What follows belongs to an exercise in optimizing a design on an open flow for small area; a production flow would make more cautious choices. Only simulation tests tie the RTL to the original design; equivalence was not proved. Power and IR drop assume default switching activity.

$ cat flow/run.sh
#!/bin/bash
# Standard layout, with small port buffers and no CTS dummy loads.
cp standard.sh standard_sh_copy.txt
export BUFFER_PORTS_ARGS="-buffer_cell sky130_fd_sc_hd__buf_1"
export CTS_ARGS="-sink_clustering_enable -repair_clock_nets -dont_use_dummy_load -buf_list {sky130_fd_sc_hd__clkbuf_4 sky130_fd_sc_hd__clkbuf_8}"
bash standard.sh > standard.log 2>&1
$ cat standard.sh
#!/bin/bash
# synth_recipe.tcl (not shown) runs the flow's synth.tcl, then flattens the netlist and writes it again
# the make line also repeats each setting of config.mk as NAME=value (left out here)
make -C /OpenROAD-flow-scripts/flow DESIGN_CONFIG=/design/flow/config.mk WORK_HOME=/design/flow/orfs CLKGATE_MAP_FILE= SYNTH_SCRIPT=/design/flow/synth_recipe.tcl "${@:-finish}"
$ cat config.mk
export PLATFORM = sky130hd
export DESIGN_NAME = uart_regs
export DESIGN_NICKNAME = uart_regs
export VERILOG_FILES = /design/flow/design.v
export SDC_FILE = /design/flow/constraint.sdc
export NUM_CORES = 4
export LEC_CHECK = 0
export CAP_MARGIN = 20
export CORE_MARGIN = 2
export CORE_UTILIZATION = 70
export CTS_BUF_LIST = sky130_fd_sc_hd__clkbuf_4 sky130_fd_sc_hd__clkbuf_8
export SLEW_MARGIN = 20
$ cat constraint.sdc
create_clock -name core_clock -period 10.0 [get_ports {clk}]
set_input_delay 2.0000 -clock core_clock [delete_from_list [all_inputs] [get_ports {clk}]]
set_output_delay 2.0000 -clock core_clock [all_outputs]
set_load 0.01 [all_outputs]
$ cat design.v
module reset_sync (
    input  wire clk,
    input  wire rst_n_in,
    output wire rst_n_out
);
reg [1:0] delay;
always @(posedge clk or negedge rst_n_in)
    if (!rst_n_in)
        delay <= 2'b00;
    else
        delay <= {delay[0], 1'b1};
assign rst_n_out = delay[1];
endmodule
module clkdiv_frac (
    input  wire       clk,
    input  wire       rst_n,
    input  wire [9:0] div_int,
    input  wire [3:0] div_frac,
    output reg        clk_en
);
reg [9:0] ctr_int;
reg [3:0] ctr_frac;
reg       frac_carry;
reg       extra;
always @(posedge clk or negedge rst_n) begin
    if (!rst_n) begin
        clk_en <= 1'b0;
        ctr_int <= 10'd1;
        ctr_frac <= 4'd0;
        frac_carry <= 1'b0;
        extra <= 1'b0;
    end else if (ctr_int == 10'd1 && !extra) begin
        {frac_carry, ctr_frac} <= ctr_frac + div_frac;
        extra <= frac_carry;
        ctr_int <= div_int;
        clk_en <= 1'b1;
    end else begin
        clk_en <= 1'b0;
        if (ctr_int == 10'd1)
            extra <= 1'b0;
        else
            ctr_int <= ctr_int - 1'b1;
    end
end
endmodule
module uart_regs #(
    parameter W_REG = 32
)(
    input wire clk,
    input wire rst_n,
    input wire rx,
    output reg tx,
    input wire [9:0] div_int,
    input wire [3:0] div_frac,
    output wire [W_REG-1:0] Reg1,
    output wire [W_REG-1:0] Reg2,
    output wire [W_REG-1:0] Reg3,
    output wire [W_REG-1:0] Reg4,
    output wire [W_REG-1:0] Reg5,
    output wire [W_REG-1:0] Reg6,
    output wire [W_REG-1:0] Reg7,
    output wire [W_REG-1:0] Reg8
);
wire rst_s;
wire tick;
reset_sync inst_reset_sync (
    .clk(clk),
    .rst_n_in(rst_n),
    .rst_n_out(rst_s)
);
clkdiv_frac inst_clk_div (
    .clk(clk),
    .rst_n(rst_s),
    .div_int(div_int),
    .div_frac(div_frac),
    .clk_en(tick)
);
reg [1:0] rx_sync;
always @(posedge clk or negedge rst_s)
    if (!rst_s)
        rx_sync <= 2'b11;
    else
        rx_sync <= {rx_sync[0], rx};
wire din = rx_sync[1];
localparam RX_IDLE = 4'd0;
localparam RX_START = 4'd1;
localparam RX_STOP = 4'd10;
localparam RX_P1 = 4'd11;
localparam RX_P2 = 4'd12;
localparam RX_P3 = 4'd13;
localparam RX_P4 = 4'd14;
reg [1:0] rx_over;
reg [3:0] rx_state;
reg [31:0] sr;
wire rx_post = (rx_state == 4'd11) || (rx_state == 4'd12) || (rx_state == 4'd13);
wire rx_idle = (rx_state == RX_IDLE) || (rx_state == RX_P4);
wire rx_step = tick && (rx_over == 2'd0);
wire rx_shift = rx_step && !rx_post && !rx_idle && (rx_state != RX_START) && (rx_state != RX_STOP);
always @(posedge clk or negedge rst_s) begin
    if (!rst_s) begin
        rx_over <= 2'd0;
        rx_state <= RX_IDLE;
    end else begin
        if (tick)
            rx_over <= rx_over + 1'b1;
        if (rx_post) begin
            rx_state <= rx_state + 1'b1;
        end else if (rx_step) begin
            rx_state <= rx_state + 1'b1;
            if (rx_idle) begin
                if (din) begin
                    rx_state <= RX_IDLE;
                    rx_over <= 2'd0;
                end else begin
                    rx_state <= RX_START;
                end
            end else if (rx_state == RX_START) begin
                rx_over <= 2'd3;
            end else if (rx_state == RX_STOP) begin
                rx_state <= din ? RX_P1 : RX_IDLE;
                rx_over <= 2'd0;
            end
        end else if (rx_state == RX_P4) begin
            rx_state <= RX_IDLE;
        end
    end
end
always @(posedge clk)
    if (rx_shift)
        sr <= {din, sr[31:1]};
reg        wmode;
reg [1:0]  wcnt;
reg [2:0]  addr;
reg        rd_active;
reg [1:0]  bcnt;
reg [W_REG-1:0] mem [0:7];
wire is_write_cmd = (sr[31:29] == 3'b101);
wire do_write = (rx_state == RX_P3) && wmode && (wcnt == 2'd3);
wire pre_write = (rx_state == RX_P2) && wmode && (wcnt == 2'd3);
reg [7:0] keep;
integer i;
always @(posedge clk)
    for (i = 0; i < 8; i = i + 1)
        keep[i] <= !(pre_write && addr == i);
always @(posedge clk or negedge rst_s) begin
    if (!rst_s) begin
        for (i = 0; i < 8; i = i + 1)
            mem[i] <= 32'h12345678;
    end else begin
        for (i = 0; i < 8; i = i + 1)
            mem[i] <= (mem[i] & {32{keep[i]}}) | (sr & {32{do_write && addr == i}});
    end
end
localparam TX_IDLE = 4'd0;
localparam TX_START = 4'd1;
localparam TX_STOP = 4'd10;
reg [1:0] tx_over;
reg [3:0] tx_state;
wire tx_step = tick && (tx_over == 2'd0);
wire [2:0] bit_idx = tx_state[2:0] - 1'b1;
wire [31:0] rd_word = mem[addr];
wire tx_bit = rd_word[{bcnt, bit_idx}];
always @(posedge clk or negedge rst_s) begin
    if (!rst_s) begin
        wmode <= 1'b0;
        wcnt <= 2'd0;
        addr <= 3'd0;
        rd_active <= 1'b0;
        bcnt <= 2'd0;
        tx <= 1'b1;
        tx_over <= 2'd0;
        tx_state <= TX_IDLE;
    end else begin
        if (rx_state == RX_P4) begin
            if (wmode) begin
                wcnt <= wcnt + 1'b1;
                if (wcnt == 2'd3)
                    wmode <= 1'b0;
            end else begin
                addr <= sr[26:24];
                if (is_write_cmd)
                    wmode <= 1'b1;
                else
                    rd_active <= 1'b1;
            end
        end
        if (tick)
            tx_over <= tx_over + 1'b1;
        if (tx_step) begin
            tx_state <= tx_state + 1'b1;
            case (tx_state)
                TX_IDLE: begin
                    if (rd_active) begin
                        tx <= 1'b0;
                    end else begin
                        tx_over <= 2'd0;
                        tx_state <= TX_IDLE;
                    end
                end
                4'd9: begin
                    tx <= 1'b1;
                    bcnt <= bcnt + 1'b1;
                    if (bcnt == 2'd3)
                        rd_active <= 1'b0;
                end
                TX_STOP: begin
                    if (rd_active) begin
                        tx <= 1'b0;
                        tx_state <= TX_START;
                    end else begin
                        tx_state <= TX_IDLE;
                        tx_over <= 2'd0;
                    end
                end
                default: begin
                    tx <= tx_bit;
                end
            endcase
        end
    end
end
assign Reg1 = mem[0];
assign Reg2 = mem[1];
assign Reg3 = mem[2];
assign Reg4 = mem[3];
assign Reg5 = mem[4];
assign Reg6 = mem[5];
assign Reg7 = mem[6];
assign Reg8 = mem[7];
endmodule
==> results.toml, run 1 <==
[outcome]
status = "complete, no violations"

[yosys]
synth_top_cell_area_share = 0.313
netlist_area_um2 = 15300
async_reset_ff_frac = 0.882
yosysSeqAreaShare = 0.573
syn_nets = 1265
synth-main-ff-cell = "dfrtp_1"
synth-edff-count = 32
postSynthRegisterBits = 339
ys_types = 85
avgSynthCellArea_um2 = 12.4
synth_top_area_cell = "dfrtp_1"
ys_top_cells_by_area = "dfrtp_1 (31%), dfstp_2 (19%), a22o_1 (15%), edfxtp_1 (6.3%), mux4_2 (2.4%)"
postSynthCellCount = 1229
yosysWarnings = 4

[clock_tree]
root_buffer = "clkbuf_8"
path_clk_slew_ns = 0.06
cts_buffers = 53
cts_resized = 0
cts_sinks = 339
cts_buffer_depth = 3
postCtsSetupBuffers = 0
cts_tree = "built"
htree_levels = 2
ctsHoldBuffers = 0
clock_latency_ns = 0.59

[sta]
worstMarginPinSlew_ns = 1.11
finalMaxSlewViolations = 0
grt_setup_unrepaired = "false"
max_freq_mhz = 273
setup_tns_ns = 0
skew_ns = 0.0410
maxSlewHeadroom = 0.260
layout_min_cycle_time_ns = 3.66
fin_crit_sh = 0.366
setup_violations = 0
finalHoldViolations = 0

[final_layout]
n_antenna_cell = 0
fin_nets = 1491
seqCellArea_um2 = 8750
drive_gt1_frac = 0.169
fillerInstances = 1388
multi_input_area_um2 = 5840
final_util = 0.786
areaGrowthSynthToFinish_pct = 11.5

[grt]
antenna_found_initial = 0
grt_max_degree = 200
grt.overflow.total = 0
grt_pass1_vias = 11900
grt.total_usage = 0.419
grt_pass1_wl_um = 71600

[setup_path]
r2r-start = "tx_state[0]"
path_common_cell = "o211ai_1"
crit_path_max_incr_delay_ns = 0.99
cp-startpoint = "tx_state[0]"
crit_slowest_cell = "dfrtp_1"
worstSetupEndpointType = "register"
worstPathArrival_ns = 4.17
critical-path-top-delay-family = "compound AO/OA/AOI/OAI gates"
required_ns = 10.51
worst_setup_path_start_kind = "register"
worst-path-buf-inv = 1
worstSetupPathType = "register to register"
crit_chain = "inv_1 > ha_1 > xnor2_1 > o211ai_1 > a31oi_1 > a2111oi_2 > o22ai_1 > o2111ai_1 > o211ai_1"
cp_max_fo = 26

[power]
p_total_mw = 2.47
cellPowerDensity_nw_per_um2 = 146
swShare = 0.229
comb_power_share = 0.033
clockPowerShare = 0.385
p_int_mw = 1.91
seqPwrFrac = 0.583
peakVddDrop_mv = 0.101
power_switching_uw = 567
p_leak_nw = 6.92

[min_path]
hp-class = "register to asynchronous set/reset pin"

[die]
core_area_um2 = 21600
die_y_um = 152
rows = 54
num_io_pins = 274
die_w_um = 152
start_util = 0.705
dieArea_um2 = 23000

[detailed_routing]
routed_wirelength_um = 48500
ant_nets = 0
drcViolationCount = 0
drt_iter0_markers = 1529
num_vias = 12600
first_pass_iters = 6
routedWlPerCell_um = 28.0
vias_per_cell = 7.29

[run]
drv_cap = 0

[placement]
port_buffers = 273
place.gp.congestion = 0.936
dpl.hpwl_um = 32000
## logic make-up after synthesis
logic type               Yosys count  share of synthesized area
AO/OA/AOI/OAI                    465                      0.242
multiplexers                      63                     0.0558
buffers and inverters            153                     0.0477
AND/OR/NAND/NOR                  179                     0.0596
flip-flops                       339                      0.573
other                              1                   0.000246
XOR/XNOR                          10                    0.00574
adder cells (fa/ha/maj)           19                     0.0161
## routing by layer
metal  global-route usage  up-vias  wire length (um)
met4                0.196        0              2400
met2                0.616     1087             21600
met5                    0        -                 0
li1                     -     5144                 -
met1                0.601     6221             18200
met3               0.0940      189              6250
## synth_stat cells (4+ instances only)
library cell,number
nor3_1,13
xnor2_1,5
a31oi_1,10
dfxtp_1,8
a21o_1,4
o2111ai_1,4
nand3_1,21
edfxtp_1,32
o2bb2ai_1,6
nor2b_1,10
inv_1,23
xor2_1,5
nor2_1,36
clkbuf_1,43
buf_4,8
dfrtp_1,191
nor4_1,5
nand2b_1,15
nand2_1,51
mux2_2,14
a211oi_1,15
a221oi_1,8
a22o_1,259
ha_1,18
mux4_2,16
a21oi_1,43
o22ai_1,5
a2bb2oi_1,4
buf_2,36
o21ai_1,5
mux2i_1,31
o211ai_1,8
dfstp_2,108
o221ai_1,10
o21ai_0,44
buf_6,9
buf_1,29
## stage by stage
| step | cells | setup WS (ns) | hold slack [ns] | instance area (um2) |
|---|---|---|---|---|
| finish | 1733 | 6.34 | 0.321 | 17000 |
| global route | 1733 | 6.17 | 0.349 | 17000 |
| CTS | 1732 | 6.55 | 0.334 | 17000 |
| detailed placement | 1679 | 6.53 | 0.319 | 16200 |
| global placement | 1679 | 6.65 | 0.311 | 16200 |
| floorplan | 1229 | 1.24 | 0.331 | 15300 |
## cell usage in the layout, fill, tap and decap left out, types with 14 or more instances in the layout
cell type / Yosys / final
nand2_1: 51 / 51
mux2_2: 14 / 14
mux2i_1: 31 / 31
ha_1: 18 / 18
a22o_1: 259 / 259
nand2b_1: 15 / 15
a21oi_1: 43 / 43
mux4_2: 16 / 16
buf_4: 8 / 22
dfstp_2: 108 / 108
inv_1: 23 / 23
clkbuf_8: 0 / 53
dfrtp_1: 191 / 187
buf_1: 29 / 273
nand3_1: 21 / 21
nor2_1: 36 / 33
o21ai_0: 44 / 44
a211oi_1: 15 / 15
edfxtp_1: 32 / 32
## power groups by stage
stage	Clock, mW	Sequential [mW]	Combinational (mW)
2_1_floorplan	0	1.47	0.0506
3_3_place_gp	0	1.46	0.0759
3_5_place_dp	0	1.46	0.0801
4_1_cts	0.958	1.44	0.0799
5_1_grt	1.02	1.45	0.0936
6_report	0.952	1.44	0.0805
## cell type report
cell class,count,share of cell area
sequential,339,0.514
tap,280,0.0206
clock buffer,53,0.0429
multi-input combinational,737,0.343
inverter,27,0.00596
timing repair buffer,297,0.0728
## sequential cells by signal, summed over array words and instances, names as in the netlist, 2 cells and up
| name | count |
|---|---|
| inst_clk_div.ctr_int | 10 |
| rx_over | 2 |
| addr | 3 |
| wcnt | 2 |
| tx_state | 4 |
| inst_clk_div.ctr_frac | 4 |
| tx_over | 2 |
| keep | 8 |
| rx_sync | 2 |
| bcnt | 2 |
| sr | 32 |
| inst_reset_sync.delay | 2 |
| rx_state | 4 |
| mem | 256 |
## path summary, 6_finish.rpt
kind	endpoint	slack, ns	cells after the start
setup reg to reg	tx	6.34	9
max in group asynchronous	mem[0][1]	8.21	2
hold / removal	mem[7][1]	0.32	0
min in group core_clock	inst_reset_sync.delay[1]	0.35	0
hold reg to reg	mem[7][1]	0.32	0
setup / recovery	tx	6.34	9
## worst reg2reg max path, cell delays in order (launching register included)
cell and delay (ns):
dfrtp_1 0.99, inv_1 0.51, ha_1 0.41, xnor2_1 0.66
o211ai_1 0.19, a31oi_1 0.27, a2111oi_2 0.06, o22ai_1 0.17
o2111ai_1 0.16, o211ai_1 0.19
==> inputs of run 2 (changes only) <==
==> run.sh (new file) <==
#!/bin/bash
# synth_recipe.tcl (not shown) runs the flow's synth.tcl, then flattens the netlist and writes it again
# the make line also repeats each setting of config.mk as NAME=value (left out here)
make -C /OpenROAD-flow-scripts/flow DESIGN_CONFIG=/design/flow/config.mk WORK_HOME=/design/flow/orfs CLKGATE_MAP_FILE= SYNTH_SCRIPT=/design/flow/synth_recipe.tcl finish
--- a/config.mk
+++ b/config.mk
@@ -8,5 +8,4 @@
 export CAP_MARGIN = 20
 export CORE_MARGIN = 2
 export CORE_UTILIZATION = 70
-export CTS_BUF_LIST = sky130_fd_sc_hd__clkbuf_4 sky130_fd_sc_hd__clkbuf_8
 export SLEW_MARGIN = 20
removed: flow/run.sh
removed: standard.sh
==> run 2 against run 1 <==
Against the previous run: still clean; register-to-register slack got worse by 0.28 ns; synthesized cell count unchanged; final cell count increased by 0.40%; clock power increased by 39%; sequential share of layout area decreased by 5.6 points; synthesized area unchanged; combinational power increased by 8.2%; via count increased by 6.5%; clock-buffer cell count decreased by 4; non-clock buffer count decreased by 3; flip-flop and latch count unchanged; clock skew decreased by 0.022 ns; largest cell class unchanged; largest power group unchanged; highest routed layer unchanged.
==> results.toml, run 2 <==
[die]
die_w_um = 152
die_y_um = 152
start_util = 0.705
rows = 54
dieArea_um2 = 23000
num_io_pins = 274
core_area_um2 = 21600

[yosys]
synthMuxAreaShare = 0.0558
syn_nets = 1265
avgSynthCellArea_um2 = 12.4
synth.most_common_cell = "a22o_1"
synth_top_area_cell = "dfrtp_1"
postSynthRegisterBits = 339
synth-main-ff-cell = "dfrtp_1"
yosysSeqAreaShare = 0.573
synth_adder_area_share = 0.0161
synth-edff-count = 32
ys_top_cells_by_area = "dfrtp_1 (31%), dfstp_2 (19%), a22o_1 (15%), edfxtp_1 (6.3%), mux4_2 (2.4%)"
synth_top_family_by_area = "compound AO/OA/AOI/OAI gates"
synthXorXnorAreaFrac = 0.00574
synth_top_cell_area_share = 0.313
synth_top_cells_by_count = "a22o_1 (259), dfrtp_1 (191), dfstp_2 (108)"
ys_types = 85
synth-compound-area-share = 0.242
synthSimpleGateAreaFrac = 0.0596
yosysWarnings = 4
postSynthCellCount = 1229
netlist_area_um2 = 15300
async_reset_ff_frac = 0.882

[setup_path]
crit_end = "tx"
worstSetupPathType = "register to register"
cp-startpoint = "tx_state[0]"
required_ns = 10.44
worst_setup_path_start_kind = "register"
r2r_cells = 9
crit_slowest_cell = "dfrtp_1"
cp_max_fo = 26
crit_path_max_incr_delay_ns = 1.02
r2r-end = "tx"
worstSetupEndpointType = "register"
worst-path-stages = 9
crit_chain = "inv_1 > ha_1 > xor2_1 > o211ai_1 > a21o_1 > o221a_2 > o22ai_1 > o2111ai_1 > o211ai_1"
worstPathArrival_ns = 4.38
r2r-start = "tx_state[0]"
regToRegSetupSlack_ns = 6.06
critical-path-top-delay-family = "compound AO/OA/AOI/OAI gates"
worst-path-buf-inv = 1
path_common_cell = "o211ai_1"

[sta]
skew_ns = 0.0188
setup_violations = 0
setup_tns_ns = 0
grt_setup_unrepaired = "false"
maxSlewHeadroom = 0.236
max_freq_mhz = 254
fin_crit_sh = 0.394
whs_ns = 0.365
worstMarginPinSlew_ns = 1.14
finalMaxSlewViolations = 0
layout_min_cycle_time_ns = 3.94
finalHoldViolations = 0

[clock_tree]
cts_resized = 0
cts_buffer_depth = 3
htree_levels = 2
cts_buffers = 35
path_clk_slew_ns = 0.06
ctsHoldBuffers = 0
cts_tree = "built"
postCtsSetupBuffers = 0
clock_latency_ns = 0.52
root_buffer = "clkbuf_16"
cts_sinks = 339

[min_path]
hp-class = "register to register"

[grt]
antenna_found_initial = 0
grt_pass1_vias = 13400
grt_max_degree = 93
grt.overflow.total = 0
grt.total_usage = 0.479
grt_pass1_wl_um = 81500

[placement]
port_buffers = 273
place.gp.congestion = 0.984
dpl.hpwl_um = 34200
dpl-instance-area_um2 = 17900

[detailed_routing]
drt_iter0_markers = 2101
routedWlPerCell_um = 31.5
ant_nets = 0
routed_wirelength_um = 54900
drcViolationCount = 0
num_vias = 13500
vias_per_cell = 7.74
first_pass_iters = 7

[run]
drv_cap = 0

[final_layout]
areaGrowthSynthToFinish_pct = 25.2
fin_area_um2 = 19100
layout_common_cells = "clkdlybuf4s50_1 (273), a22o_1 (259), dfrtp_1 (187)"
n_antenna_cell = 0
final_util = 0.883
drive_gt1_frac = 0.171
layout_commonest_cell = "clkdlybuf4s50_1"
top_regs = "mem: 256 flops, sr: 32 flops, inst_clk_div.ctr_int: 10 flops"
fin_nets = 1470
largest-register = "mem"
largest_reg_flops = 256

[power]
p_leak_nw = 7.71
cellPowerDensity_nw_per_um2 = 149
peakVddDrop_mv = 0.139

[outcome]
status = "complete, no violations"
## run 2: metrics by stage
step                      power (mW)  setup slack, ns  instances
after floorplan                 1.52             1.24       1229
after global placement          1.54             6.44       1676
after detailed placement        1.55             6.42       1676
after CTS                       2.84             6.33       1739
after global routing            2.91             6.09       1740
final                           2.85             6.06       1740
## run 2: per-layer routing
metal,wire (um),GRT usage,share of wire,vias up
met5,0,0,0,-
met4,3660,0.278,0.067,0
met3,8470,0.147,0.15,349
met2,24500,0.706,0.45,1525
met1,18300,0.636,0.33,6472
li1,-,-,-,5118
## run 2: worst min-delay path by stage
stage,from,to,slack (ns),cells past startpoint
CTS,inst_reset_sync.delay[0],inst_reset_sync.delay[1],0.36,0
global route,rx_sync[0],rx_sync[1],0.37,0
finish,rx_sync[0],rx_sync[1],0.37,0
floorplan,inst_reset_sync.delay[0],inst_reset_sync.delay[1],0.33,0
detailed placement,inst_reset_sync.delay[0],inst_reset_sync.delay[1],0.34,0
global placement,inst_reset_sync.delay[0],inst_reset_sync.delay[1],0.34,0
## run 2: power breakdown
part | leakage, nW | internal (mW) | switching [mW] | total, mW
registers | 4.08 | 1.41 | 0.0336 | 1.44
clock network | 0.568 | 0.759 | 0.560 | 1.32
logic | 3.07 | 0.0334 | 0.0537 | 0.0871
## run 2: area by class of cell
cell class / count / area, um2
Clock buffer: 49 / 1040
Clock inverter: 14 / 116
Fill cell: 948 / 2520
Inverter: 27 / 101
Multi-Input combinational cell: 737 / 5840
Sequential cell: 339 / 8750
Tap cell: 280 / 350
Timing Repair Buffer: 294 / 2900
## run 2: logic make-up (layout without fill, tap and decap cells)
group                      count (synthesis)  after routing
buffers and inverters                    153            384
other                                      1              1
and+or+nand+nor                          179            179
DFF                                      339            339
AOI/OAI and AO/OA                        465            465
adders and majority gates                 19             19
xor gates and xnor gates                  10             10
muxes                                     63             63

==> re-timing with driven ports <==
The results above use ideal ports. As a check the final layouts listed here were re-extracted and re-timed, cells and wires unchanged. Step 1, drivers: a clkbuf_16 drives clk and a buf_2 each remaining input, both assumed. Step 2 times the ports against the registers' clock, not the clock port: input delays grow and output delays shrink by t, the midpoint of the rising clock arrivals with the driver on. a / b / c = no drivers / after step 1 / after step 2; a / b = the first two.
| run | shift t [ns] | slack for setup (ns) | hold slack, ns | slew at the worst register clock pin (ns) | worst data-port slew with drivers (ns) |
|---|---|---|---|---|---|
| run 1 | 0.619 | 6.337 / 6.337 / 6.337 | 0.321 / 0.321 / 0.321 | 0.06 / 0.06 | 0.03 |
| run 2 | 0.569 | 6.059 / 6.059 / 6.059 | 0.365 / 0.365 / 0.365 | 0.07 / 0.07 | 0.04 |
After both steps setup and hold are still met in every run listed.
